Background: an optimization exercise with open tools, aiming at small area. Do not read the settings as production practice. The RTL was checked by simulation tests, not by an equivalence proof against the original design. Power is estimated from default activity; no workload was simulated.

--- flow/design.v ---
module carrier_mixer (
  input  logic       if_sign,
  input  logic       if_mag,
  input  logic       carrier_sign,
  input  logic       carrier_mag,
  output logic       mix_sign,
  output logic [2:0] mix_mag
);
  assign mix_mag[0] = ~carrier_mag;
  assign mix_mag[1] =  if_mag | carrier_mag;
  assign mix_mag[2] =  if_mag & carrier_mag;
  assign mix_sign = ~(if_sign ^ carrier_sign);
endmodule
module carrier_nco (
  input  logic        clk,
  input  logic        rstn,
  input  logic        tic_enable,
  input  logic [28:0] f_control,
  output logic [31:0] carrier_val,
  output logic [3:0]  phase_reg       
);
  logic [29:0] accum_reg;
  logic [21:0] cycle_count_reg;
  logic [29:0] sum;
  logic        carry;
  logic [22:0] k;
  logic [21:0] cnt_inc;
  nco_adder #(.W(30), .B1(10), .B2(20), .BT(29)) add (
    .a(accum_reg), .b({1'b0, f_control}), .s(sum), .co(carry)
  );
  always_ff @(posedge clk) begin
    if (!rstn) accum_reg <= '0;
    else       accum_reg <= sum;
  end
  assign phase_reg = accum_reg[29:26];
  assign k[0] = carry;
  for (genvar i = 0; i < 22; i++) begin : g_cnt
    ha_cell u_ha (.a(cycle_count_reg[i]), .b(k[i]), .s(cnt_inc[i]), .co(k[i+1]));
  end
  always_ff @(posedge clk) begin
    if (!rstn || tic_enable) cycle_count_reg <= '0;
    else                     cycle_count_reg <= cnt_inc;
  end
  logic        lat_load, lat_hold;
  logic [31:0] cv_next;
  assign lat_load = tic_enable & rstn;
  assign lat_hold = ~tic_enable & rstn;
  for (genvar i = 0; i < 32; i++) begin : g_cv
    logic nv;
    if (i < 10) begin : g_ph
      assign nv = accum_reg[20+i];
    end else begin : g_cc
      assign nv = cycle_count_reg[i-10];
    end
    sel_cell u_sel (.s1(lat_load), .x(nv), .s0(lat_hold), .y(carrier_val[i]), .z(cv_next[i]));
  end
  always_ff @(posedge clk) begin
    carrier_val <= cv_next;
  end
endmodule
module code_nco (
  input  logic        clk,
  input  logic        rstn,
  input  logic        tic_enable,
  input  logic [27:0] f_control,
  output logic        hc_enable,
  output logic [9:0]  code_nco_phase
);
  logic [28:0] accum_reg;
  logic [28:0] sum;
  logic        carry;
  nco_adder #(.W(29), .B1(10), .B2(20), .BT(28)) add (
    .a(accum_reg), .b({1'b0, f_control}), .s(sum), .co(carry)
  );
  always_ff @(posedge clk) begin
    if (!rstn) accum_reg <= '0;
    else       accum_reg <= sum;
  end
  logic       lat_load, lat_hold;
  logic [9:0] ph_next;
  assign lat_load = tic_enable & rstn;
  assign lat_hold = ~tic_enable & rstn;
  for (genvar i = 0; i < 10; i++) begin : g_ph
    sel_cell u_sel (.s1(lat_load), .x(accum_reg[19+i]), .s0(lat_hold), .y(code_nco_phase[i]), .z(ph_next[i]));
  end
  always_ff @(posedge clk) begin
    code_nco_phase <= ph_next;
  end
  always_ff @(posedge clk) begin
    hc_enable <= rstn & carry;
  end
endmodule
module nco_adder #(
  parameter int W  = 30,
  parameter int B1 = 10,
  parameter int B2 = 20,
  parameter int BT = 29
) (
  input  logic [W-1:0] a,
  input  logic [W-1:0] b,      
  output logic [W-1:0] s,
  output logic         co
);
  logic [W:0]   c0;    
  logic [W-1:0] s0;    
  logic [W:0]   t1, t2;  
  logic         cb1, cb2;
  for (genvar i = 0; i < W; i++) begin : g_rc
    if (i == 0 || i == B1 || i == B2) begin : g_z
      ha_cell u_ha (.a(a[i]), .b(b[i]), .s(s0[i]), .co(c0[i+1]));
    end else if (i >= BT) begin : g_t
      ha_cell u_ha (.a(a[i]), .b(c0[i]), .s(s0[i]), .co(c0[i+1]));
    end else begin : g_c
      fa_cell u_fa (.a(a[i]), .b(b[i]), .ci(c0[i]), .s(s0[i]), .co(c0[i+1]));
    end
  end
  assign s[B1-1:0] = s0[B1-1:0];
  assign cb1 = c0[B1];
  assign t1[B1] = cb1;
  for (genvar i = B1; i < B2; i++) begin : g_i1
    ha_cell u_ha (.a(s0[i]), .b(t1[i]), .s(s[i]), .co(t1[i+1]));
  end
  assign cb2 = c0[B2] | (cb1 & (&s0[B2-1:B1]));
  assign t2[B2] = cb2;
  for (genvar i = B2; i < W; i++) begin : g_i2
    ha_cell u_ha (.a(s0[i]), .b(t2[i]), .s(s[i]), .co(t2[i+1]));
  end
  assign co = c0[W] | (cb2 & (&s0[W-1:B2]));
endmodule
module code_gen (
  input  logic        clk,
  input  logic        rstn,
  input  logic        tic_enable,
  input  logic        hc_enable,
  input  logic        prn_key_enable,
  input  logic [9:0]  prn_key,
  input  logic [10:0] code_slew,
  input  logic        slew_enable,
  output logic        dump_enable,
  output logic [10:0] code_phase,
  output logic        fc_enable,
  output logic        early,
  output logic        prompt,
  output logic        late
);
  logic [9:0]  g1, g2;
  logic        ca_code;
  logic [2:0]  shft_reg;
  logic [10:0] hc_count3;
  logic        hc_half;
  logic [10:0] slew;
  logic        slew_zero;
  logic [2:0]  hc_pos;
  logic        period_end;
  logic        slew_flag;
  logic        slew_trigger;
  logic np, fc_go, fc_stay, hc_go, hc_stay;
  assign np      = ~prn_key_enable;
  assign fc_go   =  fc_enable & np;
  assign fc_stay = ~fc_enable & np;
  assign hc_go   =  hc_enable & np;
  assign hc_stay = ~hc_enable & np;
  logic [9:0] g1_sh, g2_sh, g1_next, g2_next;
  logic       ca_next;
  assign g1_sh = {(g1[7] ^ g1[0]), g1[9:1]};
  assign g2_sh = {(g2[8] ^ g2[7] ^ g2[4] ^ g2[2] ^ g2[1] ^ g2[0]), g2[9:1]};
  for (genvar i = 0; i < 10; i++) begin : g_g
    selor_cell u_g1 (.s1(fc_go), .x(g1_sh[i]), .s0(fc_stay), .y(g1[i]), .c(prn_key_enable), .z(g1_next[i]));
    sel3_cell  u_g2 (.s2(prn_key_enable), .w(prn_key[i]), .s1(fc_go), .x(g2_sh[i]), .s0(fc_stay), .y(g2[i]), .z(g2_next[i]));
  end
  sel_cell u_ca (.s1(fc_go), .x(g1[0] ^ g2[0]), .s0(fc_stay), .y(ca_code), .z(ca_next));
  always_ff @(posedge clk) begin
    g1      <= g1_next;
    g2      <= g2_next;
    ca_code <= ca_next;
  end
  logic [2:0] sr_in, sr_next;
  assign sr_in = {shft_reg[1:0], ca_code};
  for (genvar i = 0; i < 3; i++) begin : g_sr
    sel_cell u_sel (.s1(hc_go), .x(sr_in[i]), .s0(hc_stay), .y(shft_reg[i]), .z(sr_next[i]));
  end
  always_ff @(posedge clk) shft_reg <= sr_next;
  assign early  = shft_reg[2];
  assign prompt = shft_reg[1];
  assign late   = shft_reg[0];
  logic [11:0] h3k;
  logic [10:0] h3inc;
  logic        h3_keep;
  assign h3k[0]  = hc_enable;
  assign h3_keep = ~(prn_key_enable | dump_enable);
  for (genvar i = 0; i < 11; i++) begin : g_h3
    ha_cell u_ha (.a(hc_count3[i]), .b(h3k[i]), .s(h3inc[i]), .co(h3k[i+1]));
  end
  always_ff @(posedge clk) hc_count3 <= h3inc & {11{h3_keep}};
  logic [10:0] cp_next;
  for (genvar i = 0; i < 11; i++) begin : g_cp
    sel_cell u_sel (.s1(tic_enable), .x(hc_count3[i]), .s0(~tic_enable), .y(code_phase[i]), .z(cp_next[i]));
  end
  always_ff @(posedge clk) code_phase <= cp_next;
  logic [10:0] slew_n;
  assign slew      = ~slew_n;
  assign slew_zero = &slew_n;
  logic [11:0] sb;
  logic [10:0] slew_hs, slew_n_next;
  logic        sl_load, sl_keep_n;
  assign sb[0]     = hc_enable & ~slew_zero;
  assign sl_load   = slew_trigger & np;
  assign sl_keep_n = slew_trigger | prn_key_enable;
  for (genvar i = 0; i < 11; i++) begin : g_sd
    ha_cell u_ha (.a(slew_n[i]), .b(sb[i]), .s(slew_hs[i]), .co(sb[i+1]));
    seln_cell u_sel (.s1(sl_load), .x(code_slew[i]), .s0_n(sl_keep_n), .y_n(slew_hs[i]), .z_n(slew_n_next[i]));
  end
  always_ff @(posedge clk) begin
    slew_n    <= slew_n_next;
    fc_enable <= np & hc_enable & slew_zero & hc_half;
    hc_half   <= np & (hc_half ^ (hc_enable & slew_zero));
  end
  logic [11:0] remain_n;
  assign period_end = hc_pos[2] & (remain_n == ~12'd2053);
  logic [12:0] rb;
  logic [11:0] remain_hs, remain_n_next;
  logic        rm_load, rm_slew, rm_keep_n;
  assign rb[0]     = hc_enable;
  assign rm_load   = hc_enable & (hc_pos == 3'd1);
  assign rm_slew   = rm_load & slew_flag;
  assign rm_keep_n = rm_load;
  for (genvar i = 0; i < 12; i++) begin : g_rd
    ha_cell u_ha (.a(remain_n[i]), .b(rb[i]), .s(remain_hs[i]), .co(rb[i+1]));
    if (i < 11) begin : g_l
      seln_cell u_sel (.s1(rm_slew), .x(code_slew[i]), .s0_n(rm_keep_n), .y_n(remain_hs[i]), .z_n(remain_n_next[i]));
    end else begin : g_t
      assign remain_n_next[i] = rm_keep_n | remain_hs[i];
    end
  end
  always_ff @(posedge clk) remain_n <= remain_n_next;
  always_ff @(posedge clk) begin
    if (prn_key_enable) begin
      hc_pos       <= 3'd0;
      dump_enable  <= 1'b0;
      slew_trigger <= 1'b0;
    end
    else begin
      dump_enable  <= hc_enable & (hc_pos == 3'd3);
      slew_trigger <= hc_enable & (hc_pos == 3'd1) & slew_flag;
      if (hc_enable) begin
        if (period_end)        hc_pos <= 3'd0;
        else if (!hc_pos[2])   hc_pos <= hc_pos + 3'd1;
      end
    end
  end
  always_ff @(posedge clk) begin
    slew_flag <= np & (slew_enable | (slew_flag & ~dump_enable));
  end
endmodule
module selor_cell (
  input  logic s1,
  input  logic x,
  input  logic s0,
  input  logic y,
  input  logic c,
  output logic z
);
  assign z = (s1 & x) | (s0 & y) | c;
endmodule
module sel3_cell (
  input  logic s2,
  input  logic w,
  input  logic s1,
  input  logic x,
  input  logic s0,
  input  logic y,
  output logic z
);
  assign z = (s2 & w) | (s1 & x) | (s0 & y);
endmodule
module seln_cell (
  input  logic s1,
  input  logic x,
  input  logic s0_n,
  input  logic y_n,
  output logic z_n
);
  assign z_n = ~((s1 & x) | (~s0_n & ~y_n));
endmodule
module epoch_counter (
  input  logic        clk,
  input  logic        rstn,
  input  logic        tic_enable,
  input  logic        dump_enable,
  input  logic        epoch_enable,
  input  logic [10:0] epoch_load,
  output logic [10:0] epoch,
  output logic [10:0] epoch_check
);
  logic [4:0] cycle_count;
  logic [5:0] bit_count;
  logic       cycle_count_overflow;
  logic       bit_count_overflow;
  assign cycle_count_overflow = (cycle_count == 5'd19);
  assign bit_count_overflow   = (bit_count == 6'd49);
  logic [5:0] ck;
  logic [6:0] bk;
  logic [4:0] c_inc;
  logic [5:0] b_inc;
  assign ck[0] = dump_enable;
  assign bk[0] = dump_enable & cycle_count_overflow;
  for (genvar i = 0; i < 5; i++) begin : g_ci
    ha_cell u_ha (.a(cycle_count[i]), .b(ck[i]), .s(c_inc[i]), .co(ck[i+1]));
  end
  for (genvar i = 0; i < 6; i++) begin : g_bi
    ha_cell u_ha (.a(bit_count[i]), .b(bk[i]), .s(b_inc[i]), .co(bk[i+1]));
  end
  logic ld, c_keep, b_keep;
  assign ld     = rstn & epoch_enable;
  assign c_keep = rstn & ~epoch_enable & ~(dump_enable & cycle_count_overflow);
  assign b_keep = rstn & ~epoch_enable & ~(bk[0] & bit_count_overflow);
  logic [10:0] cnt_next;
  for (genvar i = 0; i < 5; i++) begin : g_cn
    sel_cell u_sel (.s1(ld), .x(epoch_load[i]), .s0(c_keep), .y(c_inc[i]), .z(cnt_next[i]));
  end
  for (genvar i = 0; i < 6; i++) begin : g_bn
    sel_cell u_sel (.s1(ld), .x(epoch_load[5+i]), .s0(b_keep), .y(b_inc[i]), .z(cnt_next[5+i]));
  end
  always_ff @(posedge clk) begin
    cycle_count <= cnt_next[4:0];
    bit_count   <= cnt_next[10:5];
  end
  logic [10:0] ep_next;
  for (genvar i = 0; i < 11; i++) begin : g_ep
    sel_cell u_sel (.s1(tic_enable), .x(epoch_check_d[i]), .s0(~tic_enable), .y(epoch[i]), .z(ep_next[i]));
  end
  logic [10:0] epoch_check_d;
  assign epoch_check_d = {bit_count, cycle_count};
  always_ff @(posedge clk) begin
    epoch       <= ep_next;
    epoch_check <= epoch_check_d;
  end
endmodule
module accumulator (
  input  logic        clk,
  input  logic        load,           
  input  logic        hold,           
  input  logic        keep_d,         
  input  logic        code_d,
  input  logic        mix_sign_d,
  input  logic [2:0]  mix_p_d,        
  output logic signed [15:0] accumulation
);
  logic [15:0] accum_d;
  logic [15:0] a, b, accum_now;
  logic [16:0] c;
  logic        neg;
  assign neg = code_d ^ mix_sign_d;
  assign a   = accum_d & {16{keep_d}};
  assign b   = {{13{neg}}, mix_p_d ^ {3{code_d}}};
  assign c[0] = neg;
  for (genvar i = 0; i < 16; i++) begin : g_add
    fa_cell u_fa (.a(a[i]), .b(b[i]), .ci(c[i]), .s(accum_now[i]), .co(c[i+1]));
  end
  always_ff @(posedge clk) begin
    accum_d <= accum_now;
  end
  logic [15:0] acc_next;
  for (genvar i = 0; i < 16; i++) begin : g_out
    sel_cell u_sel (.s1(load), .x(accum_now[i]), .s0(hold), .y(accumulation[i]), .z(acc_next[i]));
  end
  always_ff @(posedge clk) begin
    accumulation <= acc_next;
  end
endmodule
module fa_cell (
  input  logic a,
  input  logic b,
  input  logic ci,
  output logic s,
  output logic co
);
  assign s  = a ^ b ^ ci;
  assign co = (a & b) | (a & ci) | (b & ci);
endmodule
module ha_cell (
  input  logic a,
  input  logic b,
  output logic s,
  output logic co
);
  assign s  = a ^ b;
  assign co = a & b;
endmodule
module sel_cell (
  input  logic s1,
  input  logic x,
  input  logic s0,
  input  logic y,
  output logic z
);
  assign z = (s1 & x) | (s0 & y);
endmodule
module tracking_channel (
  input  logic        clk,
  input  logic        rstn,
  input  logic        if_sign,
  input  logic        if_mag,
  input  logic        pre_tic_enable,
  input  logic        tic_enable,
  input  logic [28:0] carr_nco_fc,
  input  logic [27:0] code_nco_fc,
  input  logic [9:0]  prn_key,
  input  logic        prn_key_enable,
  input  logic [10:0] code_slew,
  input  logic        slew_enable,
  input  logic        epoch_enable,
  input  logic [10:0] epoch_load,
  output logic        dump,
  output logic signed [15:0] i_early,
  output logic signed [15:0] q_early,
  output logic signed [15:0] i_prompt,
  output logic signed [15:0] q_prompt,
  output logic signed [15:0] i_late,
  output logic signed [15:0] q_late,
  output logic [31:0] carrier_val,
  output logic [20:0] code_val,
  output logic [10:0] epoch,
  output logic [10:0] epoch_check,
  output logic        test_point_01,
  output logic        test_point_02,
  output logic        test_point_03
);
  logic        hc_enable, fc_enable;
  logic        dump_enable;
  logic        early_code, prompt_code, late_code;
  logic [3:0]  phase_reg;
  logic        if_sign_d, if_mag_d;
  logic        rstn_d, dump_d;
  logic        early_d, prompt_d, late_d;
  always_ff @(posedge clk) begin
    if_sign_d <= if_sign;
    if_mag_d  <= if_mag;
    rstn_d    <= rstn;
    dump_d    <= dump_enable;
    early_d   <= early_code;
    prompt_d  <= prompt_code;
    late_d    <= late_code;
  end
  assign dump = dump_enable;
  logic carrier_i_sign, carrier_i_mag, carrier_q_sign, carrier_q_mag;
  always_comb begin
    case (phase_reg)
      4'd15, 4'd0:  {carrier_i_sign, carrier_i_mag, carrier_q_sign, carrier_q_mag} = 4'b1011;
      4'd1,  4'd2:  {carrier_i_sign, carrier_i_mag, carrier_q_sign, carrier_q_mag} = 4'b1110;
      4'd3,  4'd4:  {carrier_i_sign, carrier_i_mag, carrier_q_sign, carrier_q_mag} = 4'b1100;
      4'd5,  4'd6:  {carrier_i_sign, carrier_i_mag, carrier_q_sign, carrier_q_mag} = 4'b1001;
      4'd7,  4'd8:  {carrier_i_sign, carrier_i_mag, carrier_q_sign, carrier_q_mag} = 4'b0001;
      4'd9,  4'd10: {carrier_i_sign, carrier_i_mag, carrier_q_sign, carrier_q_mag} = 4'b0100;
      4'd11, 4'd12: {carrier_i_sign, carrier_i_mag, carrier_q_sign, carrier_q_mag} = 4'b0110;
      default:      {carrier_i_sign, carrier_i_mag, carrier_q_sign, carrier_q_mag} = 4'b0011;
    endcase
  end
  logic        mix_i_sign, mix_q_sign;
  logic [2:0]  mix_i_mag,  mix_q_mag;
  carrier_mixer i_cos (
    .if_sign      (if_sign_d),
    .if_mag       (if_mag_d),
    .carrier_sign (carrier_i_sign),
    .carrier_mag  (carrier_i_mag),
    .mix_sign     (mix_i_sign),
    .mix_mag      (mix_i_mag)
  );
  carrier_mixer q_sin (
    .if_sign      (if_sign_d),
    .if_mag       (if_mag_d),
    .carrier_sign (carrier_q_sign),
    .carrier_mag  (carrier_q_mag),
    .mix_sign     (mix_q_sign),
    .mix_mag      (mix_q_mag)
  );
  logic [2:0] mag_i_g, mag_q_g, p_i, p_q;
  logic       keep_d;
  assign mag_i_g = mix_i_mag & {3{rstn_d}};
  assign mag_q_g = mix_q_mag & {3{rstn_d}};
  assign p_i     = mag_i_g ^ {3{mix_i_sign}};
  assign p_q     = mag_q_g ^ {3{mix_q_sign}};
  assign keep_d  = ~dump_d & rstn_d;
  logic acc_load, acc_hold;
  assign acc_load = dump_enable & rstn;
  assign acc_hold = ~dump_enable & rstn;
  carrier_nco carrnco (
    .clk         (clk),
    .rstn        (rstn),
    .tic_enable  (tic_enable),
    .f_control   (carr_nco_fc),
    .carrier_val (carrier_val),
    .phase_reg   (phase_reg)
  );
  code_nco codenco (
    .clk           (clk),
    .rstn          (rstn),
    .tic_enable    (pre_tic_enable),
    .f_control     (code_nco_fc),
    .hc_enable     (hc_enable),
    .code_nco_phase(code_val[9:0])
  );
  code_gen codegen (
    .clk            (clk),
    .rstn           (rstn),
    .tic_enable     (tic_enable),
    .hc_enable      (hc_enable),
    .prn_key_enable (prn_key_enable),
    .prn_key        (prn_key),
    .code_slew      (code_slew),
    .slew_enable    (slew_enable),
    .dump_enable    (dump_enable),
    .code_phase     (code_val[20:10]),
    .fc_enable      (fc_enable),
    .early          (early_code),
    .prompt         (prompt_code),
    .late           (late_code)
  );
  epoch_counter epc (
    .clk          (clk),
    .rstn         (rstn),
    .tic_enable   (tic_enable),
    .dump_enable  (dump_enable),
    .epoch_enable (epoch_enable),
    .epoch_load   (epoch_load),
    .epoch        (epoch),
    .epoch_check  (epoch_check)
  );
  accumulator ie (.clk(clk), .load(acc_load), .hold(acc_hold), .keep_d(keep_d),
                  .code_d(early_d),  .mix_sign_d(mix_i_sign), .mix_p_d(p_i), .accumulation(i_early));
  accumulator ip (.clk(clk), .load(acc_load), .hold(acc_hold), .keep_d(keep_d),
                  .code_d(prompt_d), .mix_sign_d(mix_i_sign), .mix_p_d(p_i), .accumulation(i_prompt));
  accumulator il (.clk(clk), .load(acc_load), .hold(acc_hold), .keep_d(keep_d),
                  .code_d(late_d),   .mix_sign_d(mix_i_sign), .mix_p_d(p_i), .accumulation(i_late));
  accumulator qe (.clk(clk), .load(acc_load), .hold(acc_hold), .keep_d(keep_d),
                  .code_d(early_d),  .mix_sign_d(mix_q_sign), .mix_p_d(p_q), .accumulation(q_early));
  accumulator qp (.clk(clk), .load(acc_load), .hold(acc_hold), .keep_d(keep_d),
                  .code_d(prompt_d), .mix_sign_d(mix_q_sign), .mix_p_d(p_q), .accumulation(q_prompt));
  accumulator ql (.clk(clk), .load(acc_load), .hold(acc_hold), .keep_d(keep_d),
                  .code_d(late_d),   .mix_sign_d(mix_q_sign), .mix_p_d(p_q), .accumulation(q_late));
  assign test_point_01 = hc_enable;
  assign test_point_02 = fc_enable;
  assign test_point_03 = prompt_code;
endmodule
--- flow/flow/run.sh ---
#!/bin/bash
# Layout flow: the standard ORFS flow (standard.sh, unchanged synthesis),
# with two settings changed:
#  - every input and output port still gets its own buffer, but a small
#    buf_1 instead of the default delay buffer (repair may resize it);
#  - clock tree: no dummy loads, smaller clock buffers.
# Each tool's full output is kept in orfs/logs; make's output in standard.log.
set -euo pipefail
export BUFFER_PORTS_ARGS="-buffer_cell sky130_fd_sc_hd__buf_1"
export CTS_ARGS="-sink_clustering_enable -repair_clock_nets -dont_use_dummy_load -buf_list sky130_fd_sc_hd__clkbuf_8 -sink_clustering_size 16 -sink_clustering_max_diameter 60"
bash standard.sh > standard.log 2>&1
--- flow/standard.sh ---
#!/bin/bash
# synth_recipe.tcl (not shown) runs the flow's synth.tcl, then flattens the netlist and writes it again
# the make line also repeats each setting of config.mk as NAME=value (left out here)
make -C /OpenROAD-flow-scripts/flow DESIGN_CONFIG=/design/flow/config.mk WORK_HOME=/design/flow/orfs CLKGATE_MAP_FILE= SYNTH_SCRIPT=/design/flow/synth_recipe.tcl "${@:-finish}"
--- flow/config.mk ---
export PLATFORM = sky130hd
export DESIGN_NAME = tracking_channel
export DESIGN_NICKNAME = tracking_channel
export VERILOG_FILES = /design/flow/design.v
export SDC_FILE = /design/flow/constraint.sdc
export NUM_CORES = 4
export LEC_CHECK = 0
export CAP_MARGIN = 20
export CORE_MARGIN = 2
export CORE_UTILIZATION = 55
export SLEW_MARGIN = 20
export SYNTH_HIERARCHICAL = 1
--- flow/constraint.sdc ---
create_clock -name core_clock -period 10.0 [get_ports {clk}]
set_input_delay 2.0000 -clock core_clock [delete_from_list [all_inputs] [get_ports {clk}]]
set_output_delay 2.0000 -clock core_clock [all_outputs]
set_load 0.01 [all_outputs]
==> results of run 1 <==
-- path summary, 6_finish.rpt --
kind	from	endpoint	depth (start not counted)
max	carr_nco_fc[10]	carrnco.cycle_count_reg[21]$_SDFF_PP0_	37
min	codegen.shft_reg[2]$_DFF_P_	early_d$_DFF_P_	0
max reg2reg	carrnco.accum_reg[28]$_SDFF_PN0_	ie.accumulation[15]$_DFF_P_	22
min reg2reg	codegen.shft_reg[2]$_DFF_P_	early_d$_DFF_P_	0
-- power breakdown --
| group | internal, µW | total [µW] | switching (µW) | leakage, µW |
|---|---|---|---|---|
| clock | 324 | 846 | 522 | 0.000259 |
| sequential | 2160 | 2300 | 146 | 0.00356 |
| combinational | 1160 | 2500 | 1330 | 0.00459 |
-- worst reg2reg max path: stages (launching register included) --
cell and delay, ns:
dfxtp_1 0.48, nand3_1 0.13, xor2_1 0.17, xnor2_1 0.82, xnor2_1 0.32, xor2_1 0.23
fa_1 0.43, fa_1 0.40, fa_1 0.41, fa_1 0.41, fa_1 0.40, fa_1 0.40
fa_1 0.39, fa_1 0.40, fa_1 0.40, fa_1 0.40, fa_1 0.39, fa_1 0.38
fa_1 0.39, fa_1 0.38, fa_1 0.39, fa_1 0.46, a22o_1 0.21
-- area by class of cell --
type	count	area, µm²
Fill cell	2605	11800
Inverter	19	71.3
Timing Repair Buffer	294	1190
Clock buffer	36	495
Sequential cell	433	8670
Tap cell	402	503
Multi-Input combinational cell	796	8830
-- metal layers --
| layer | GRT usage, % | up-vias | wire, µm |
|---|---|---|---|
| met3 | 4.17 | 46 | 1690 |
| met4 | 4.99 | 0 | 684 |
| met2 | 34.1 | 210 | 15900 |
| li1 | - | 5077 | - |
| met5 | 0 | - | 0 |
| met1 | 28.1 | 5080 | 15300 |
-- timing repair --
item                       4_1_cts  5_1_grt
setup endpoints to repair        0        1
buffers inserted                 0        0
hold buffers                     0        0
resized for setup                0       34
-- stage by stage --
step	hold slack (ns)	setup slack, ns	util (%)	power (µW)
after global placement	0.353	-0.343	60.6	4770
after global routing	0.402	-0.0164	62.6	6230
after detailed placement	0.355	-0.437	60.6	4840
after floorplan	0.332	0.0158	-	4200
after CTS	0.400	0.145	62.2	5740
final	0.393	0.221	62.6	5650
==> flow_metrics.env, run 1 <==
export IMPL_slowest_stage="fa_1"
export IMPL_cts_tree="built"
export IMPL_ant_nets=0
export IMPL_wirelength_um=33600
export IMPL_globalplace_congestion=0.782
export IMPL_vias_per_cell=5.26
export IMPL_grt_max_degree=97
export IMPL_cap_violations=0
export IMPL_clock_sinks=433
export IMPL_cts_made_buffers=36
export IMPL_antenna_found_initial=0
export IMPL_initialDrtViolationCount=408
export IMPL_grt_pass1_vias=10973
export IMPL_leakage_uw=0.00841
export IMPL_cpMostUsedCell="ha_2"
export IMPL_worstHoldPathType="reg -> reg"
export IMPL_netlist_area_um2=17600
export IMPL_layout_drive_gt1_share_pct=9.25
export IMPL_cts_root_buf="clkbuf_8"
export IMPL_path_delay_family="adder cells"
export IMPL_finalCriticalPeriod_ns=9.78
export IMPL_place_port_buffers=272
export IMPL_cts_max_level=2
export IMPL_layout_nets=1941
export IMPL_crit_buf_inv=1
export IMPL_die_area_um2=33500
export IMPL_yosysWarnings=12
export IMPL_final_setup_tns_ns=0
export IMPL_setup_viol=0
export IMPL_skew_ns=0.0432
export IMPL_grt_usage_pct=20.6
export IMPL_cts_buffer_depth=3
export IMPL_cp_max_fo=2
export IMPL_largest_reg_flops=32
export IMPL_grt_pass1_wl_um=56000
export IMPL_min_period_over_period_pct=97.8
export IMPL_placed_cells_incl_taps=1944
export IMPL_syn_inst=1290
export IMPL_syn_nets=1651
export IMPL_fp_dieW_um=183
export IMPL_dp_hpwl_um=23600
export IMPL_end_kind="register"
export IMPL_mostFrequentLayoutCell="dfxtp_1"
export IMPL_remaining_drc_errors=0
export IMPL_max_stage_delay_ns=0.51
export IMPL_grt_overflow_total=0
export IMPL_maxSlewViolCount=0
export IMPL_die_h_um=183
export IMPL_finalNonFillerCells=1980
export IMPL_avgRoutedWirePerCell_um=17.0
export IMPL_fp_row_count=65
export IMPL_power_density_nw_per_um2=286
export IMPL_avgSynthCellArea_um2=13.7
export IMPL_worst_slew_pin_slew_ns=1.07
export IMPL_start_util_pct=55.9
export IMPL_dr_pass1_iters=5
export IMPL_status="complete, no violations"
export IMPL_startpoint_type="input pin"
export IMPL_vias=10413
export IMPL_io_pins=273
export IMPL_clkTransAtPathRegs_ns=0.10
export IMPL_fin_area_um2=19800
export IMPL_clk_latency_ns=0.55
export IMPL_diodes=0
export IMPL_core_um2=31600
export IMPL_hold_viol=0
export IMPL_slew_headroom_pct=28.4
export IMPL_area_delta_synth_final_pct=12.0
export IMPL_fmax_mhz=102
export IMPL_place_area_um2=19100
export IMPL_peakVddDrop_v=0.000169
export IMPL_rrSetupSlack_ns=1.10
export IMPL_crit_required_ns=10.43
export IMPL_critPathKind="in -> reg"
export IMPL_cp_arrival_ns=10.21
export IMPL_final_cell_mix="433 x dfxtp_1, 270 x buf_1, 175 x a22o_1"
==> run 2: changes to the inputs <==
--- a/flow/design.v
+++ b/flow/design.v
@@ -35,5 +35,10 @@
   assign phase_reg = accum_reg[29:26];
-  assign k[0] = carry;
+  assign k[0]  = carry;
+  assign k[11] = carry & (&cycle_count_reg[10:0]);
   for (genvar i = 0; i < 22; i++) begin : g_cnt
-    ha_cell u_ha (.a(cycle_count_reg[i]), .b(k[i]), .s(cnt_inc[i]), .co(k[i+1]));
+    if (i == 10 || i == 21) begin : g_x
+      hx_cell u_hx (.a(cycle_count_reg[i]), .b(k[i]), .s(cnt_inc[i]));
+    end else begin : g_h
+      ha_cell u_ha (.a(cycle_count_reg[i]), .b(k[i]), .s(cnt_inc[i]), .co(k[i+1]));
+    end
   end
@@ -120,3 +125,7 @@
   for (genvar i = B1; i < B2; i++) begin : g_i1
-    ha_cell u_ha (.a(s0[i]), .b(t1[i]), .s(s[i]), .co(t1[i+1]));
+    if (i == B2 - 1) begin : g_x
+      hx_cell u_hx (.a(s0[i]), .b(t1[i]), .s(s[i]));
+    end else begin : g_h
+      ha_cell u_ha (.a(s0[i]), .b(t1[i]), .s(s[i]), .co(t1[i+1]));
+    end
   end
@@ -125,3 +134,7 @@
   for (genvar i = B2; i < W; i++) begin : g_i2
-    ha_cell u_ha (.a(s0[i]), .b(t2[i]), .s(s[i]), .co(t2[i+1]));
+    if (i == W - 1) begin : g_x
+      hx_cell u_hx (.a(s0[i]), .b(t2[i]), .s(s[i]));
+    end else begin : g_h
+      ha_cell u_ha (.a(s0[i]), .b(t2[i]), .s(s[i]), .co(t2[i+1]));
+    end
   end
@@ -191,3 +204,7 @@
   for (genvar i = 0; i < 11; i++) begin : g_h3
-    ha_cell u_ha (.a(hc_count3[i]), .b(h3k[i]), .s(h3inc[i]), .co(h3k[i+1]));
+    if (i == 10) begin : g_x
+      hx_cell u_hx (.a(hc_count3[i]), .b(h3k[i]), .s(h3inc[i]));
+    end else begin : g_h
+      ha_cell u_ha (.a(hc_count3[i]), .b(h3k[i]), .s(h3inc[i]), .co(h3k[i+1]));
+    end
   end
@@ -209,3 +226,7 @@
   for (genvar i = 0; i < 11; i++) begin : g_sd
-    ha_cell u_ha (.a(slew_n[i]), .b(sb[i]), .s(slew_hs[i]), .co(sb[i+1]));
+    if (i == 10) begin : g_x
+      hx_cell u_hx (.a(slew_n[i]), .b(sb[i]), .s(slew_hs[i]));
+    end else begin : g_h
+      ha_cell u_ha (.a(slew_n[i]), .b(sb[i]), .s(slew_hs[i]), .co(sb[i+1]));
+    end
     seln_cell u_sel (.s1(sl_load), .x(code_slew[i]), .s0_n(sl_keep_n), .y_n(slew_hs[i]), .z_n(slew_n_next[i]));
@@ -227,3 +248,7 @@
   for (genvar i = 0; i < 12; i++) begin : g_rd
-    ha_cell u_ha (.a(remain_n[i]), .b(rb[i]), .s(remain_hs[i]), .co(rb[i+1]));
+    if (i == 11) begin : g_x
+      hx_cell u_hx (.a(remain_n[i]), .b(rb[i]), .s(remain_hs[i]));
+    end else begin : g_h
+      ha_cell u_ha (.a(remain_n[i]), .b(rb[i]), .s(remain_hs[i]), .co(rb[i+1]));
+    end
     if (i < 11) begin : g_l
@@ -307,6 +332,14 @@
   for (genvar i = 0; i < 5; i++) begin : g_ci
-    ha_cell u_ha (.a(cycle_count[i]), .b(ck[i]), .s(c_inc[i]), .co(ck[i+1]));
+    if (i == 4) begin : g_x
+      hx_cell u_hx (.a(cycle_count[i]), .b(ck[i]), .s(c_inc[i]));
+    end else begin : g_h
+      ha_cell u_ha (.a(cycle_count[i]), .b(ck[i]), .s(c_inc[i]), .co(ck[i+1]));
+    end
   end
   for (genvar i = 0; i < 6; i++) begin : g_bi
-    ha_cell u_ha (.a(bit_count[i]), .b(bk[i]), .s(b_inc[i]), .co(bk[i+1]));
+    if (i == 5) begin : g_x
+      hx_cell u_hx (.a(bit_count[i]), .b(bk[i]), .s(b_inc[i]));
+    end else begin : g_h
+      ha_cell u_ha (.a(bit_count[i]), .b(bk[i]), .s(b_inc[i]), .co(bk[i+1]));
+    end
   end
@@ -327,2 +360,4 @@
   end
+  logic [10:0] epoch_check_d;
+  assign epoch_check_d = {bit_count, cycle_count};
   logic [10:0] ep_next;
@@ -331,4 +366,2 @@
   end
-  logic [10:0] epoch_check_d;
-  assign epoch_check_d = {bit_count, cycle_count};
   always_ff @(posedge clk) begin
@@ -398,2 +431,9 @@
 endmodule
+module hx_cell (
+  input  logic a,
+  input  logic b,
+  output logic s
+);
+  assign s = a ^ b;
+endmodule
 module tracking_channel (
--- a/flow/flow/run.sh
+++ b/flow/flow/run.sh
@@ -9,3 +9,3 @@
 export BUFFER_PORTS_ARGS="-buffer_cell sky130_fd_sc_hd__buf_1"
-export CTS_ARGS="-sink_clustering_enable -repair_clock_nets -dont_use_dummy_load -buf_list sky130_fd_sc_hd__clkbuf_8 -sink_clustering_size 16 -sink_clustering_max_diameter 60"
+export CTS_ARGS="-sink_clustering_enable -repair_clock_nets -dont_use_dummy_load -buf_list sky130_fd_sc_hd__clkbuf_4 -sink_clustering_size 8 -sink_clustering_max_diameter 40"
 bash standard.sh > standard.log 2>&1
==> flow_metrics.env, run 2 <==
export IMPL_dp_hpwl_um=24200
export IMPL_start_util_pct=55.7
export IMPL_startpoint_type="register"
export IMPL_netlist_area_um2=17600
export IMPL_grt_usage_pct=21.4
export IMPL_largest_reg_flops=32
export IMPL_fmax_mhz=111
export IMPL_worstHoldPathType="reg -> reg"
export IMPL_rsz0062_at_grt="false"
export IMPL_final_setup_tns_ns=0
export IMPL_place_port_buffers=272
export IMPL_remaining_drc_errors=0
export IMPL_dr_pass1_iters=4
export IMPL_avgRoutedWirePerCell_um=17.2
export IMPL_pwr_share_comb_pct=44.0
export IMPL_layout_nets=1961
export IMPL_syn_inst=1292
export IMPL_antenna_found_initial=2
export IMPL_vias_per_cell=5.27
export IMPL_p_sw_uw=2060
export IMPL_fp_dieW_um=183
export IMPL_skew_ns=0.0519
export IMPL_io_pins=273
export IMPL_cts_buffer_depth=3
export IMPL_p_seq_share_pct=40.6
export IMPL_die_area_um2=33400
export IMPL_final_core_util_pct=61.9
export IMPL_grt_max_degree=97
export IMPL_cpMostUsedCell="fa_1"
export IMPL_nFillCells=2632
export IMPL_cts_root_buf="clkbuf_4"
export IMPL_layout_drive_gt1_share_pct=8.83
export IMPL_cts_made_buffers=68
export IMPL_placed_cells_incl_taps=1942
export IMPL_yosysWarnings=12
export IMPL_syn_nets=1642
export IMPL_multi_input_area_um2=8620
export IMPL_clk_latency_ns=0.69
export IMPL_slew_headroom_pct=27.1
export IMPL_initialDrtViolationCount=454
export IMPL_crit_chain="a21oi_1, xor2_1, xnor2_1, xnor2_1, xor2_1, fa_1, fa_1, fa_1, fa_1, fa_1, fa_1, fa_1, fa_1, fa_1, fa_1, fa_1, fa_1, fa_1, fa_1, fa_1, fa_1, a22o_1"
export IMPL_ff_latch_area_um2=8670
export IMPL_vias=10597
export IMPL_cts_tree="built"
export IMPL_r2r_start="carrnco.accum_reg[28]$_SDFF_PN0_"
export IMPL_pwr_share_clk_pct=15.4
export IMPL_power_density_nw_per_um2=290
export IMPL_cp_arrival_ns=9.53
export IMPL_p_int_uw=3620
export IMPL_die_h_um=183
export IMPL_crit_cells=22
export IMPL_clock_sinks=433
export IMPL_finalCriticalPeriod_ns=8.97
export IMPL_min_period_over_period_pct=89.7
export IMPL_worst_slew_pin_slew_ns=1.09
export IMPL_cts_setup_buffers=0
export IMPL_mostFrequentLayoutCell="dfxtp_1"
export IMPL_final_cell_mix="433 x dfxtp_1, 271 x buf_1, 180 x and2_1"
export IMPL_ff2ff_path_depth=22
export IMPL_postCtsHoldBufs=0
export IMPL_setup_viol=0
export IMPL_cp_max_fo=6
export IMPL_grt_pass1_wl_um=57200
export IMPL_rrSetupSlack_ns=1.03
export IMPL_crit_buf_inv=0
export IMPL_hold_viol=0
export IMPL_maxSlewViolCount=0
export IMPL_globalplace_congestion=0.758
export IMPL_worstSetupEndpoint="qp.accumulation[15]$_DFF_P_"
export IMPL_avgSynthCellArea_um2=13.6
export IMPL_wirelength_um=34600
export IMPL_grt_pass1_vias=10990
export IMPL_cts_max_level=3
export IMPL_clkTransAtPathRegs_ns=0.09
export IMPL_timing_critical_path_from="carrnco.accum_reg[28]$_SDFF_PN0_"
export IMPL_cts_resized=0
export IMPL_leakage_uw=0.00841
export IMPL_crit_required_ns=10.56
export IMPL_end_kind="register"
export IMPL_path_delay_family="adder cells"
export IMPL_timing_rr_end="qp.accumulation[15]$_DFF_P_"
export IMPL_slowest_stage="xnor2_1"
export IMPL_cap_violations=0
export IMPL_critPathKind="reg -> reg"
export IMPL_fp_row_count=65
export IMPL_ant_nets=0
export IMPL_max_stage_delay_ns=0.83
export IMPL_core_um2=31600
export IMPL_peakVddDrop_v=0.000144
export IMPL_status="complete, no violations"
export IMPL_finalNonFillerCells=2012
export IMPL_area_delta_synth_final_pct=11.1
export IMPL_grt_overflow_total=0
export IMPL_switching_share_pct=36.3
-- run 2: area by class of cell --
| class | instances | area share (%) |
|---|---|---|
| clock buffers | 68 | 2.61 |
| flip-flops and latches | 433 | 44.4 |
| multi-input cells | 800 | 44.1 |
| inverters | 19 | 0.365 |
| repair buffers | 289 | 5.95 |
| diodes | 1 | 0.0128 |
| well taps | 402 | 2.57 |
-- run 2: worst min path at each step --
stage	start	to	slack (ns)	depth (start not counted)
finish	codegen.shft_reg[2]$_DFF_P_	early_d$_DFF_P_	0.36	0
CTS	codegen.shft_reg[2]$_DFF_P_	early_d$_DFF_P_	0.36	0
global route	codegen.shft_reg[2]$_DFF_P_	early_d$_DFF_P_	0.37	0
detailed placement	codegen.shft_reg[2]$_DFF_P_	early_d$_DFF_P_	0.35	0
global placement	codegen.shft_reg[2]$_DFF_P_	early_d$_DFF_P_	0.35	0
floorplan	codegen.shft_reg[2]$_DFF_P_	early_d$_DFF_P_	0.33	0
-- run 2: power groups by stage --
stage	sequential [µW]	combinational (µW)	clock, µW
2_1_floorplan	2310	1890	0
3_3_place_gp	2340	2450	0
3_5_place_dp	2350	2490	0
4_1_cts	2310	2530	921
5_1_grt	2350	2910	988
6_report	2310	2500	875
-- run 2: stage by stage --
step	hold WS [ns]	cell area, µm²	power, µW	setup slack (ns)
after global placement	0.351	19000	4790	1.24
after detailed placement	0.352	19000	4840	1.04
after global routing	0.373	19500	6250	0.562
after CTS	0.364	19500	5770	0.976
after floorplan	0.332	17600	4200	1.48
final	0.360	19500	5680	1.03
-- run 2: worst register-to-register path: stages, from the launching register on --
cell and delay (ns):
dfxtp_1 0.48, a21oi_1 0.09, xor2_1 0.16, xnor2_1 0.83, xnor2_1 0.34, xor2_1 0.24, fa_1 0.43, fa_1 0.38
fa_1 0.43, fa_1 0.42, fa_1 0.40, fa_1 0.39, fa_1 0.41, fa_1 0.40, fa_1 0.39, fa_1 0.39
fa_1 0.40, fa_1 0.40, fa_1 0.39, fa_1 0.39, fa_1 0.38, fa_1 0.46, a22o_1 0.22
-- run 2: routing by layer --
metal | up-vias | share of wire (%) | routed length, µm | GRT usage [%]
met4 | 2 | 3.1 | 1090 | 8.03
met2 | 250 | 46 | 15800 | 34.2
met3 | 85 | 6.3 | 2190 | 6.06
met5 | - | 0.038 | 13 | 0
li1 | 5148 | - | - | -
met1 | 5112 | 45 | 15500 | 27.9
==> run 3: changes to the inputs <==
--- a/flow/flow/run.sh
+++ b/flow/flow/run.sh
@@ -9,3 +9,3 @@
 export BUFFER_PORTS_ARGS="-buffer_cell sky130_fd_sc_hd__buf_1"
-export CTS_ARGS="-sink_clustering_enable -repair_clock_nets -dont_use_dummy_load -buf_list sky130_fd_sc_hd__clkbuf_4 -sink_clustering_size 8 -sink_clustering_max_diameter 40"
+export CTS_ARGS="-sink_clustering_enable -repair_clock_nets -dont_use_dummy_load -buf_list sky130_fd_sc_hd__clkbuf_16 -sink_clustering_size 30 -sink_clustering_max_diameter 50"
 bash standard.sh > standard.log 2>&1
==> flow_metrics.env, run 3 <==
export IMPL_status="complete, no violations"
export IMPL_pwr_share_clk_pct=20.9
export IMPL_slew_headroom_pct=26.4
export IMPL_largest_reg_flops=32
export IMPL_p_seq_share_pct=38.0
export IMPL_postCtsHoldBufs=0
export IMPL_hold_viol=0
export IMPL_diodes=0
export IMPL_die_h_um=183
export IMPL_finalCriticalPeriod_ns=8.93
export IMPL_pwr_share_comb_pct=41.1
export IMPL_place_port_buffers=272
export IMPL_cts_buffer_depth=3
export IMPL_grt_pass1_wl_um=57000
export IMPL_holdWs_ns=0.357
export IMPL_avgSynthCellArea_um2=13.6
export IMPL_layout_drive_gt1_share_pct=7.15
export IMPL_totalPowerFinal_uw=6070
export IMPL_leakage_uw=0.00858
export IMPL_avgRoutedWirePerCell_um=17.3
export IMPL_final_cell_mix="433 x dfxtp_1, 271 x buf_1, 180 x and2_1"
export IMPL_clk_latency_ns=0.52
export IMPL_rsz0062_at_grt="false"
export IMPL_initialDrtViolationCount=521
export IMPL_cts_tree="built"
export IMPL_area_delta_synth_final_pct=13.8
export IMPL_die_area_um2=33400
export IMPL_switching_share_pct=34.2
export IMPL_syn_inst=1292
export IMPL_fmax_mhz=112
export IMPL_worstHoldPathType="reg -> reg"
export IMPL_syn_nets=1642
export IMPL_layout_nets=1932
export IMPL_p_sw_uw=2080
export IMPL_grt_usage_pct=21.2
export IMPL_worst_slew_pin_slew_ns=1.10
export IMPL_fp_row_count=65
export IMPL_placed_cells_incl_taps=1942
export IMPL_dr_pass1_iters=5
export IMPL_dp_hpwl_um=24200
export IMPL_clkTransAtPathRegs_ns=0.06
export IMPL_ant_nets=0
export IMPL_cp_max_fo=6
export IMPL_grt_max_degree=97
export IMPL_finalNonFillerCells=1982
export IMPL_power_density_nw_per_um2=303
export IMPL_mostFrequentLayoutCell="dfxtp_1"
export IMPL_remaining_drc_errors=0
export IMPL_final_core_util_pct=63.4
export IMPL_cts_made_buffers=39
export IMPL_grt_overflow_total=0
export IMPL_skew_ns=0.0349
export IMPL_fp_dieW_um=183
export IMPL_cap_violations=0
export IMPL_cp_arrival_ns=9.32
export IMPL_globalplace_congestion=0.758
export IMPL_yosysWarnings=12
export IMPL_vias=10446
export IMPL_setup_viol=0
export IMPL_cts_root_buf="clkbuf_16"
export IMPL_nFillCells=2568
export IMPL_core_um2=31600
export IMPL_final_setup_tns_ns=0
export IMPL_maxSlewViolCount=0
export IMPL_p_int_uw=3990
export IMPL_vias_per_cell=5.27
export IMPL_startpoint_type="register"
export IMPL_netlist_area_um2=17600
export IMPL_end_kind="register"
export IMPL_io_pins=273
export IMPL_peakVddDrop_v=0.000166
export IMPL_start_util_pct=55.7
export IMPL_cts_setup_buffers=0
export IMPL_clock_sinks=433
export IMPL_cts_resized=0
export IMPL_antenna_found_initial=1
export IMPL_critPathKind="reg -> reg"
export IMPL_min_period_over_period_pct=89.3
export IMPL_wirelength_um=34300
export IMPL_cts_max_level=2
export IMPL_grt_pass1_vias=10887
export IMPL_crit_required_ns=10.39
## run 3: power groups by stage
stage	Sequential, µW	Combinational (µW)	Clock, µW
2_1_floorplan	2310	1890	0
3_3_place_gp	2340	2450	0
3_5_place_dp	2350	2490	0
4_1_cts	2310	2540	1310
5_1_grt	2360	2920	1380
6_report	2310	2500	1270
## run 3: per-layer routing
layer | routed length (µm) | part of all wire (%) | vias up | track usage [%]
met5 | 13 | 0.038 | - | 0
met4 | 985 | 2.9 | 2 | 6.69
met3 | 1960 | 5.7 | 63 | 4.92
met2 | 16000 | 47 | 224 | 34.7
met1 | 15300 | 45 | 5082 | 28.1
li1 | - | - | 5075 | -
## run 3: area by class of cell
class,instances,area [µm²],area share [%]
Clock buffer,39,976,4.88
Inverter,19,71.3,0.356
Multi-Input combinational cell,800,8620,43.1
Sequential cell,433,8670,43.3
Tap cell,402,503,2.51
Timing Repair Buffer,289,1160,5.81
## run 3: critical path, stage by stage (launching register included)
cell	delay [ns]
dfxtp_1	0.46
nand3_1	0.13
xor2_1	0.18
xnor2_1	0.81
xnor2_1	0.33
xor2_1	0.23
fa_1	0.43
fa_1	0.40
fa_1	0.39
fa_1	0.39
fa_1	0.40
fa_1	0.41
fa_1	0.41
fa_1	0.39
fa_1	0.40
fa_1	0.39
fa_1	0.38
fa_1	0.40
fa_1	0.40
fa_1	0.39
fa_1	0.39
fa_1	0.45
a22o_1	0.21
## run 3: per-stage QoR
step           worst slack [ns]  area [µm²]
2_1_floorplan              1.48       17600
3_3_place_gp               1.24       19000
3_5_place_dp               1.04       19000
4_1_cts                    1.01       20000
5_1_grt                   0.612       20000
6_report                   1.07       20000
## run 3: final timing paths
kind,start,end,slack (ns),cells after the start
worst max-delay path,carrnco.accum_reg[28]$_SDFF_PN0_,il.accumulation[15]$_DFF_P_,1.07,22
worst min-delay path,codegen.shft_reg[2]$_DFF_P_,early_d$_DFF_P_,0.36,0
worst max register to register,carrnco.accum_reg[28]$_SDFF_PN0_,il.accumulation[15]$_DFF_P_,1.07,22
worst min register to register,codegen.shft_reg[2]$_DFF_P_,early_d$_DFF_P_,0.36,0
==> run 4: changes to the inputs <==
--- a/flow/flow/run.sh
+++ b/flow/flow/run.sh
@@ -9,3 +9,3 @@
 export BUFFER_PORTS_ARGS="-buffer_cell sky130_fd_sc_hd__buf_1"
-export CTS_ARGS="-sink_clustering_enable -repair_clock_nets -dont_use_dummy_load -buf_list sky130_fd_sc_hd__clkbuf_16 -sink_clustering_size 30 -sink_clustering_max_diameter 50"
+export CTS_ARGS="-sink_clustering_enable -repair_clock_nets -dont_use_dummy_load -buf_list sky130_fd_sc_hd__clkbuf_8 -sink_clustering_size 24 -sink_clustering_max_diameter 45"
 bash standard.sh > standard.log 2>&1
==> flow_metrics.env, run 4 <==
export IMPL_wirelength_um=34300
export IMPL_worstHoldPathType="reg -> reg"
export IMPL_die_area_um2=33400
export IMPL_avgSynthCellArea_um2=13.6
export IMPL_io_pins=273
export IMPL_min_delay_start="codegen.shft_reg[2]$_DFF_P_"
export IMPL_end_kind="register"
export IMPL_fmax_mhz=111
export IMPL_maxSlewViolCount=0
export IMPL_timing_critical_path_from="carrnco.accum_reg[28]$_SDFF_PN0_"
export IMPL_grt_usage_pct=21.1
export IMPL_critPathKind="reg -> reg"
export IMPL_clock_sinks=433
export IMPL_power_density_nw_per_um2=292
export IMPL_syn_nets=1642
export IMPL_globalplace_congestion=0.758
export IMPL_antenna_found_initial=1
export IMPL_grt_pass1_vias=10818
export IMPL_grt_max_degree=97
export IMPL_skew_ns=0.0526
export IMPL_dp_slack_ns=1.04
export IMPL_crit_required_ns=10.43
export IMPL_clkTransAtPathRegs_ns=0.08
export IMPL_cp_arrival_ns=9.40
export IMPL_fin_area_um2=19600
export IMPL_final_core_util_pct=62.2
export IMPL_dr_pass1_iters=5
export IMPL_r2r_start="carrnco.accum_reg[28]$_SDFF_PN0_"
export IMPL_grt_pass1_wl_um=56800
export IMPL_vias=10459
export IMPL_grt_overflow_total=0
export IMPL_status="complete, no violations"
export IMPL_clk_latency_ns=0.58
export IMPL_cts_setup_buffers=0
export IMPL_mostFrequentLayoutCell="dfxtp_1"
export IMPL_setup_viol=0
export IMPL_rsz0062_at_grt="false"
export IMPL_remaining_drc_errors=0
export IMPL_syn_inst=1292
export IMPL_area_delta_synth_final_pct=11.7
export IMPL_layout_drive_gt1_share_pct=7.44
export IMPL_cts_tree="built"
export IMPL_ant_nets=0
export IMPL_diodes=0
export IMPL_final_setup_tns_ns=0
export IMPL_leakage_uw=0.00841
export IMPL_place_area_um2=19000
export IMPL_cts_max_level=2
export IMPL_core_um2=31600
export IMPL_cts_made_buffers=44
export IMPL_start_util_pct=55.7
export IMPL_yosysWarnings=12
export IMPL_setup_ws_ns=1.03
export IMPL_die_h_um=183
export IMPL_nFillCells=2608
export IMPL_slew_headroom_pct=26.1
export IMPL_fp_row_count=65
export IMPL_fp_dieW_um=183
export IMPL_initialDrtViolationCount=510
export IMPL_cts_resized=0
export IMPL_totalPowerFinal_uw=5740
export IMPL_largest_reg_flops=32
export IMPL_netlist_area_um2=17600
export IMPL_avgRoutedWirePerCell_um=17.3
export IMPL_min_period_over_period_pct=89.7
export IMPL_hold_viol=0
export IMPL_postCtsHoldBufs=0
export IMPL_cap_violations=0
export IMPL_cp_max_fo=6
export IMPL_dp_hpwl_um=24200
export IMPL_layout_nets=1937
export IMPL_startpoint_type="register"
export IMPL_cts_root_buf="clkbuf_8"
export IMPL_finalCriticalPeriod_ns=8.97
export IMPL_vias_per_cell=5.26
export IMPL_place_port_buffers=272
export IMPL_final_cell_mix="433 x dfxtp_1, 271 x buf_1, 180 x and2_1"
export IMPL_peakVddDrop_v=0.000163
export IMPL_worst_slew_pin_slew_ns=1.11
export IMPL_cts_buffer_depth=3
## run 4: report_power, final
group | internal [µW] | switching (µW) | total (µW)
clock | 392 | 551 | 943
combinational | 1140 | 1350 | 2490
sequential | 2160 | 146 | 2310
total | 3700 | 2040 | 5740
## run 4: per-stage QoR
step / hold WS (ns) / instances
2_1_floorplan: 0.332 / 1292
3_3_place_gp: 0.351 / 1942
3_5_place_dp: 0.352 / 1942
4_1_cts: 0.364 / 1986
5_1_grt: 0.373 / 1987
6_report: 0.361 / 1987
## run 4: layer usage
metal	global-route usage (%)	part of all wire [%]	wire length [µm]
met5	0	0.038	13
met4	6.24	2.5	873
met3	5.46	5.9	2010
met2	34.1	46	15700
met1	28.3	46	15700
## run 4: final cells by class
type                            count  area (µm²)  share of cell area, %
Inverter                           19        71.3                  0.363
Sequential cell                   433        8670                   44.1
Tap cell                          402         503                   2.56
Multi-Input combinational cell    800        8620                   43.9
Timing Repair Buffer              289        1160                   5.92
Clock buffer                       44         606                   3.08
## run 4: path summary, 6_finish.rpt
check / endpoint / slack, ns / cells past startpoint
worst max-delay path: qp.accumulation[15]$_DFF_P_ / 1.03 / 22
worst min-delay path: early_d$_DFF_P_ / 0.36 / 0
worst max register to register: qp.accumulation[15]$_DFF_P_ / 1.03 / 22
worst min register to register: early_d$_DFF_P_ / 0.36 / 0
## run 4: critical path: stages, from the launching register on
cell	delay, ns
dfxtp_1	0.47
a21oi_1	0.09
xor2_1	0.16
xnor2_1	0.85
xnor2_1	0.34
xor2_1	0.24
fa_1	0.43
fa_1	0.38
fa_1	0.43
fa_1	0.42
fa_1	0.40
fa_1	0.39
fa_1	0.41
fa_1	0.40
fa_1	0.39
fa_1	0.39
fa_1	0.40
fa_1	0.40
fa_1	0.39
fa_1	0.39
fa_1	0.38
fa_1	0.46
a22o_1	0.22
==> run 5: changes to the inputs <==
--- a/flow/flow/run.sh
+++ b/flow/flow/run.sh
@@ -9,3 +9,3 @@
 export BUFFER_PORTS_ARGS="-buffer_cell sky130_fd_sc_hd__buf_1"
-export CTS_ARGS="-sink_clustering_enable -repair_clock_nets -dont_use_dummy_load -buf_list sky130_fd_sc_hd__clkbuf_8 -sink_clustering_size 24 -sink_clustering_max_diameter 45"
+export CTS_ARGS="-sink_clustering_enable -repair_clock_nets -dont_use_dummy_load -buf_list sky130_fd_sc_hd__clkbuf_8 -sink_clustering_size 16 -sink_clustering_max_diameter 60"
 bash standard.sh > standard.log 2>&1
==> flow_metrics.env, run 5 <==
export IMPL_cts_root_buf="clkbuf_8"
export IMPL_remaining_drc_errors=0
export IMPL_worstHoldPathType="reg -> reg"
export IMPL_maxSlewViolCount=0
export IMPL_syn_nets=1642
export IMPL_cts_tree="built"
export IMPL_syn_inst=1292
export IMPL_netlist_area_um2=17600
export IMPL_cts_resized=0
export IMPL_fin_area_um2=19500
export IMPL_slew_headroom_pct=27.0
export IMPL_dr_pass1_iters=5
export IMPL_max_stage_delay_ns=0.83
export IMPL_die_h_um=183
export IMPL_fp_dieW_um=183
export IMPL_min_period_over_period_pct=88.9
export IMPL_grt_pass1_wl_um=56400
export IMPL_final_setup_tns_ns=0
export IMPL_avgSynthCellArea_um2=13.6
export IMPL_place_port_buffers=272
export IMPL_ff2ff_path_depth=22
export IMPL_ant_nets=0
export IMPL_fmax_mhz=113
export IMPL_hold_viol=0
export IMPL_clock_sinks=433
export IMPL_clkTransAtPathRegs_ns=0.08
export IMPL_cpMostUsedCell="fa_1"
export IMPL_grt_overflow_total=0
export IMPL_die_area_um2=33400
export IMPL_layout_nets=1930
export IMPL_r2r_start="carrnco.accum_reg[28]$_SDFF_PN0_"
export IMPL_cp_max_fo=6
export IMPL_rsz0062_at_grt="false"
export IMPL_postCtsHoldBufs=0
export IMPL_leakage_uw=0.00836
export IMPL_cp_arrival_ns=9.32
export IMPL_io_pins=273
export IMPL_largest_reg_flops=32
export IMPL_initialDrtViolationCount=487
export IMPL_cts_made_buffers=37
export IMPL_vias_per_cell=5.26
export IMPL_hold_end="early_d$_DFF_P_"
export IMPL_hold_path_depth=0
export IMPL_peakVddDrop_v=0.000142
export IMPL_holdWs_ns=0.360
export IMPL_mostFrequentLayoutCell="dfxtp_1"
export IMPL_rrSetupSlack_ns=1.11
export IMPL_globalplace_congestion=0.758
export IMPL_vias=10410
export IMPL_cts_max_level=2
export IMPL_diodes=0
export IMPL_fp_row_count=65
export IMPL_cap_violations=0
export IMPL_power_density_nw_per_um2=290
export IMPL_crit_required_ns=10.43
export IMPL_antenna_found_initial=1
export IMPL_core_um2=31600
export IMPL_min_delay_start="codegen.shft_reg[2]$_DFF_P_"
export IMPL_crit_buf_inv=0
export IMPL_slowest_stage="xnor2_1"
export IMPL_avgRoutedWirePerCell_um=17.2
export IMPL_critPathKind="reg -> reg"
export IMPL_final_cell_mix="433 x dfxtp_1, 271 x buf_1, 180 x and2_1"
export IMPL_start_util_pct=55.7
export IMPL_path_delay_family="adder cells"
export IMPL_cts_buffer_depth=3
export IMPL_finalCriticalPeriod_ns=8.89
export IMPL_place_area_um2=19000
export IMPL_timing_rr_end="qp.accumulation[15]$_DFF_P_"
export IMPL_grt_pass1_vias=10736
export IMPL_cts_setup_buffers=0
export IMPL_dp_hpwl_um=24200
export IMPL_setup_viol=0
export IMPL_nFillCells=2616
export IMPL_yosysWarnings=12
export IMPL_crit_chain="a21oi_1, xor2_1, xnor2_1, xnor2_1, xor2_1, fa_1, fa_1, fa_1, fa_1, fa_1, fa_1, fa_1, fa_1, fa_1, fa_1, fa_1, fa_1, fa_1, fa_1, fa_1, fa_1, a22o_1"
export IMPL_startpoint_type="register"
export IMPL_end_kind="register"
export IMPL_skew_ns=0.0483
export IMPL_layout_drive_gt1_share_pct=7.03
export IMPL_area_delta_synth_final_pct=11.1
export IMPL_worst_slew_pin_slew_ns=1.09
export IMPL_grt_max_degree=97
export IMPL_wirelength_um=34000
export IMPL_grt_usage_pct=21.0
export IMPL_status="complete, no violations"
export IMPL_clk_latency_ns=0.56
run 5: cell count changes in the layout (fill, tap and decap cells not counted), sizes merged:
cell,delta
clkbuf,-7
run 5: worst max-delay path by stage:
stage               cells after the start  slack [ns]                          end                              from
global route                           22        0.65  qp.accumulation[15]$_DFF_P_  carrnco.accum_reg[27]$_SDFF_PN0_
floorplan                              22        1.48  ie.accumulation[15]$_DFF_P_  carrnco.accum_reg[28]$_SDFF_PN0_
detailed placement                     22        1.04  qp.accumulation[15]$_DFF_P_  carrnco.accum_reg[28]$_SDFF_PN0_
global placement                       22        1.24  qp.accumulation[15]$_DFF_P_  carrnco.accum_reg[28]$_SDFF_PN0_
CTS                                    22        1.05  qp.accumulation[15]$_DFF_P_  carrnco.accum_reg[28]$_SDFF_PN0_
finish                                 22        1.11  qp.accumulation[15]$_DFF_P_  carrnco.accum_reg[28]$_SDFF_PN0_
run 5: stage by stage:
step / setup WS, ns / cells / util [%] / total power, µW
2_1_floorplan: 1.48 / 1292 / - / 4200
3_3_place_gp: 1.24 / 1942 / 60.2 / 4790
3_5_place_dp: 1.04 / 1942 / 60.2 / 4840
4_1_cts: 1.05 / 1979 / 61.9 / 5750
5_1_grt: 0.649 / 1980 / 61.9 / 6230
6_report: 1.11 / 1980 / 61.9 / 5660
run 5: layout make-up:
cell class | count | area, µm² | share of cell area [%]
sequential | 433 | 8670 | 44.4
multi-input combinational | 800 | 8620 | 44.1
timing repair buffer | 289 | 1160 | 5.95
clock buffer | 37 | 509 | 2.61
tap | 402 | 503 | 2.57
inverter | 19 | 71.3 | 0.365
run 5: report_power, final:
group          leakage (µW)  switching (µW)  internal, µW
combinational       0.00454            1340          1140
sequential          0.00356             146          2160
clock              0.000266             536           333
run 5: metal layers:
metal  GRT usage, %  vias up  share of wire (%)
met4           5.76        2                2.2
li1               -     5066                  -
met3           5.40       53                6.6
met1           28.0     5052                 45
met5              0        -              0.038
met2           34.2      237                 47
==> run 6: changes to the inputs <==
--- a/flow/design.v
+++ b/flow/design.v
@@ -28,3 +28,3 @@
   nco_adder #(.W(30), .B1(10), .B2(20), .BT(29)) add (
-    .a(accum_reg), .b({1'b0, f_control}), .s(sum), .co(carry)
+    .a(accum_reg), .b(f_control), .s(sum), .co(carry)
   );
@@ -77,3 +77,3 @@
   nco_adder #(.W(29), .B1(10), .B2(20), .BT(28)) add (
-    .a(accum_reg), .b({1'b0, f_control}), .s(sum), .co(carry)
+    .a(accum_reg), .b(f_control), .s(sum), .co(carry)
   );
@@ -104,3 +104,3 @@
   input  logic [W-1:0] a,
-  input  logic [W-1:0] b,      
+  input  logic [BT-1:0] b,     
   output logic [W-1:0] s,
@@ -221,6 +221,6 @@
   logic [10:0] slew_hs, slew_n_next;
-  logic        sl_load, sl_keep_n;
-  assign sb[0]     = hc_enable & ~slew_zero;
-  assign sl_load   = slew_trigger & np;
-  assign sl_keep_n = slew_trigger | prn_key_enable;
+  logic        sl_load, sl_keep;
+  assign sb[0]   = hc_enable & ~slew_zero;
+  assign sl_load =  slew_trigger & np;
+  assign sl_keep = ~slew_trigger & np;
   for (genvar i = 0; i < 11; i++) begin : g_sd
@@ -231,3 +231,4 @@
     end
-    seln_cell u_sel (.s1(sl_load), .x(code_slew[i]), .s0_n(sl_keep_n), .y_n(slew_hs[i]), .z_n(slew_n_next[i]));
+    selor_cell u_sel (.s1(sl_load), .x(~code_slew[i]), .s0(sl_keep), .y(slew_hs[i]),
+                      .c(prn_key_enable), .z(slew_n_next[i]));
   end
@@ -242,7 +243,6 @@
   logic [11:0] remain_hs, remain_n_next;
-  logic        rm_load, rm_slew, rm_keep_n;
-  assign rb[0]     = hc_enable;
-  assign rm_load   = hc_enable & (hc_pos == 3'd1);
-  assign rm_slew   = rm_load & slew_flag;
-  assign rm_keep_n = rm_load;
+  logic        rm_load, rm_keep;
+  assign rb[0]   = hc_enable;
+  assign rm_load = hc_enable & (hc_pos == 3'd1);
+  assign rm_keep = ~rm_load;
   for (genvar i = 0; i < 12; i++) begin : g_rd
@@ -254,5 +254,5 @@
     if (i < 11) begin : g_l
-      seln_cell u_sel (.s1(rm_slew), .x(code_slew[i]), .s0_n(rm_keep_n), .y_n(remain_hs[i]), .z_n(remain_n_next[i]));
+      sel_cell u_sel (.s1(rm_load), .x(~(slew_flag & code_slew[i])), .s0(rm_keep), .y(remain_hs[i]), .z(remain_n_next[i]));
     end else begin : g_t
-      assign remain_n_next[i] = rm_keep_n | remain_hs[i];
+      assign remain_n_next[i] = rm_load | remain_hs[i];
     end
@@ -300,11 +300,2 @@
 endmodule
-module seln_cell (
-  input  logic s1,
-  input  logic x,
-  input  logic s0_n,
-  input  logic y_n,
-  output logic z_n
-);
-  assign z_n = ~((s1 & x) | (~s0_n & ~y_n));
-endmodule
 module epoch_counter (
==> flow_metrics.env, run 6 <==
export IMPL_final_cell_mix="433 x dfxtp_1, 270 x buf_1, 186 x a22o_1"
export IMPL_cp_arrival_ns=9.34
export IMPL_grt_usage_pct=20.9
export IMPL_cts_setup_buffers=0
export IMPL_grt_overflow_total=0
export IMPL_start_util_pct=55.7
export IMPL_clkTransAtPathRegs_ns=0.09
export IMPL_finalCriticalPeriod_ns=8.89
export IMPL_rsz0062_at_grt="false"
export IMPL_startpoint_type="register"
export IMPL_dp_hpwl_um=23700
export IMPL_setup_ws_ns=1.11
export IMPL_postCtsHoldBufs=0
export IMPL_avgRoutedWirePerCell_um=16.8
export IMPL_crit_required_ns=10.45
export IMPL_die_area_um2=33300
export IMPL_maxSlewViolCount=0
export IMPL_largest_reg_flops=32
export IMPL_grt_pass1_vias=10872
export IMPL_drt_met1_wl_um=15100
export IMPL_cts_buffer_depth=3
export IMPL_cts_tree="built"
export IMPL_slew_headroom_pct=29.1
export IMPL_final_core_util_pct=61.9
export IMPL_place_port_buffers=272
export IMPL_worst_slew_pin_slew_ns=1.06
export IMPL_syn_nets=1665
export IMPL_layout_drive_gt1_share_pct=5.26
export IMPL_mostFrequentLayoutCell="dfxtp_1"
export IMPL_multi_input_area_um2=8510
export IMPL_ant_nets=0
export IMPL_wirelength_um=33600
export IMPL_cts_max_level=2
export IMPL_status="complete, no violations"
export IMPL_die_h_um=182
export IMPL_dp_slack_ns=1.09
export IMPL_power_density_nw_per_um2=289
export IMPL_nFillCells=2617
export IMPL_io_pins=273
export IMPL_initialDrtViolationCount=473
export IMPL_core_um2=31500
export IMPL_remaining_drc_errors=0
export IMPL_fp_dieW_um=182
export IMPL_placed_cells_incl_taps=1961
export IMPL_min_period_over_period_pct=88.9
export IMPL_antenna_found_initial=5
export IMPL_fp_row_count=65
export IMPL_vias=10519
export IMPL_ff_latch_area_um2=8670
==> run 6: cell count changes in the layout (fill, tap and decap cells not counted), moves of 3 or more <==
cell and delta:
buf_4 -3, a21oi_1 +4, inv_1 +12, nand2_1 +12
a22o_1 +11, a2bb2oi_2 -22, a221o_1 +11, nor3b_1 +3
==> run 6: path summary, 6_finish.rpt <==
path | from | to | slack [ns] | cells past startpoint
max | carrnco.accum_reg[28]$_SDFF_PN0_ | ie.accumulation[15]$_DFF_P_ | 1.11 | 22
min | codegen.shft_reg[2]$_DFF_P_ | early_d$_DFF_P_ | 0.37 | 0
max reg2reg | carrnco.accum_reg[28]$_SDFF_PN0_ | ie.accumulation[15]$_DFF_P_ | 1.11 | 22
min reg2reg | codegen.shft_reg[2]$_DFF_P_ | early_d$_DFF_P_ | 0.37 | 0
==> run 6: where the power goes <==
group	switching, µW	internal [µW]
Sequential	147	2160
Combinational	1330	1130
Clock	533	333
==> run 6: layer usage <==
metal	up-vias	global-route usage, %
li1	5137	-
met1	5072	28.2
met2	236	33.1
met3	66	5.55
met4	8	6.42
met5	-	0
==> run 6: worst max-delay path: stages (launching register included) <==
cell,delay [ns]
dfxtp_1,0.48
nand3_1,0.13
xor2_1,0.16
xnor2_1,0.83
xnor2_1,0.32
xor2_1,0.23
fa_1,0.42
fa_1,0.39
fa_1,0.41
fa_1,0.40
fa_1,0.39
fa_1,0.41
fa_1,0.41
fa_1,0.40
fa_1,0.39
fa_1,0.39
fa_1,0.40
fa_1,0.40
fa_1,0.39
fa_1,0.39
fa_1,0.39
fa_1,0.45
a22o_1,0.21
==> run 6: per-module statistics from Yosys, one instance, submodules excluded, a selection <==
| module | cell area [µm²] | cells inside |
|---|---|---|
| code_nco | 1020 | 75 |
| tracking_channel | 285 | 29 |
| selor_cell | 10.0 | 1 |
| epoch_counter | 714 | 41 |
| sel_cell | 8.76 | 1 |
| carrier_nco | 2130 | 151 |
| carrier_mixer | 26.3 | 4 |
| code_gen | 2040 | 165 |
| fa_cell | 20.0 | 1 |
| ha_cell | 12.5 | 1 |
| accumulator | 783 | 53 |
| sel3_cell | 13.8 | 2 |
| hx_cell | 8.76 | 1 |
==> run 6: kinds of logic after synthesis <==
| family | count (synthesis) | share of synthesized area [%] |
|---|---|---|
| buffers and inverters | 72 | 2.29 |
| xor gates and xnor gates | 54 | 2.70 |
| AOI/OAI and AO/OA | 232 | 11.7 |
| DFF | 433 | 49.5 |
| and+or+nand+nor | 272 | 9.54 |
| adders and majority gates | 252 | 24.3 |
==> run 6: cell type report <==
cell class | count | share of cell area [%]
sequential | 433 | 44.5
multi-input combinational | 810 | 43.7
timing repair buffer | 287 | 6.04
clock buffer | 37 | 2.61
tap | 402 | 2.58
inverter | 31 | 0.597
antenna | 1 | 0.0128
==> run 6: per-stage QoR <==
step | hold slack [ns] | area [µm²] | total power (µW)
2_1_floorplan | 0.332 | 17500 | 4200
3_3_place_gp | 0.349 | 18900 | 4770
3_5_place_dp | 0.359 | 18900 | 4810
4_1_cts | 0.370 | 19400 | 5720
5_1_grt | 0.380 | 19500 | 6230
6_report | 0.370 | 19500 | 5640

Check on run 6: ideal ports give 1.109 ns setup slack; a clkbuf_16 on the clock port and buf_2 on the inputs give 1.109 ns; moving port delays by the midpoint clock arrival (0.575 ns) as well gives 1.109 ns.
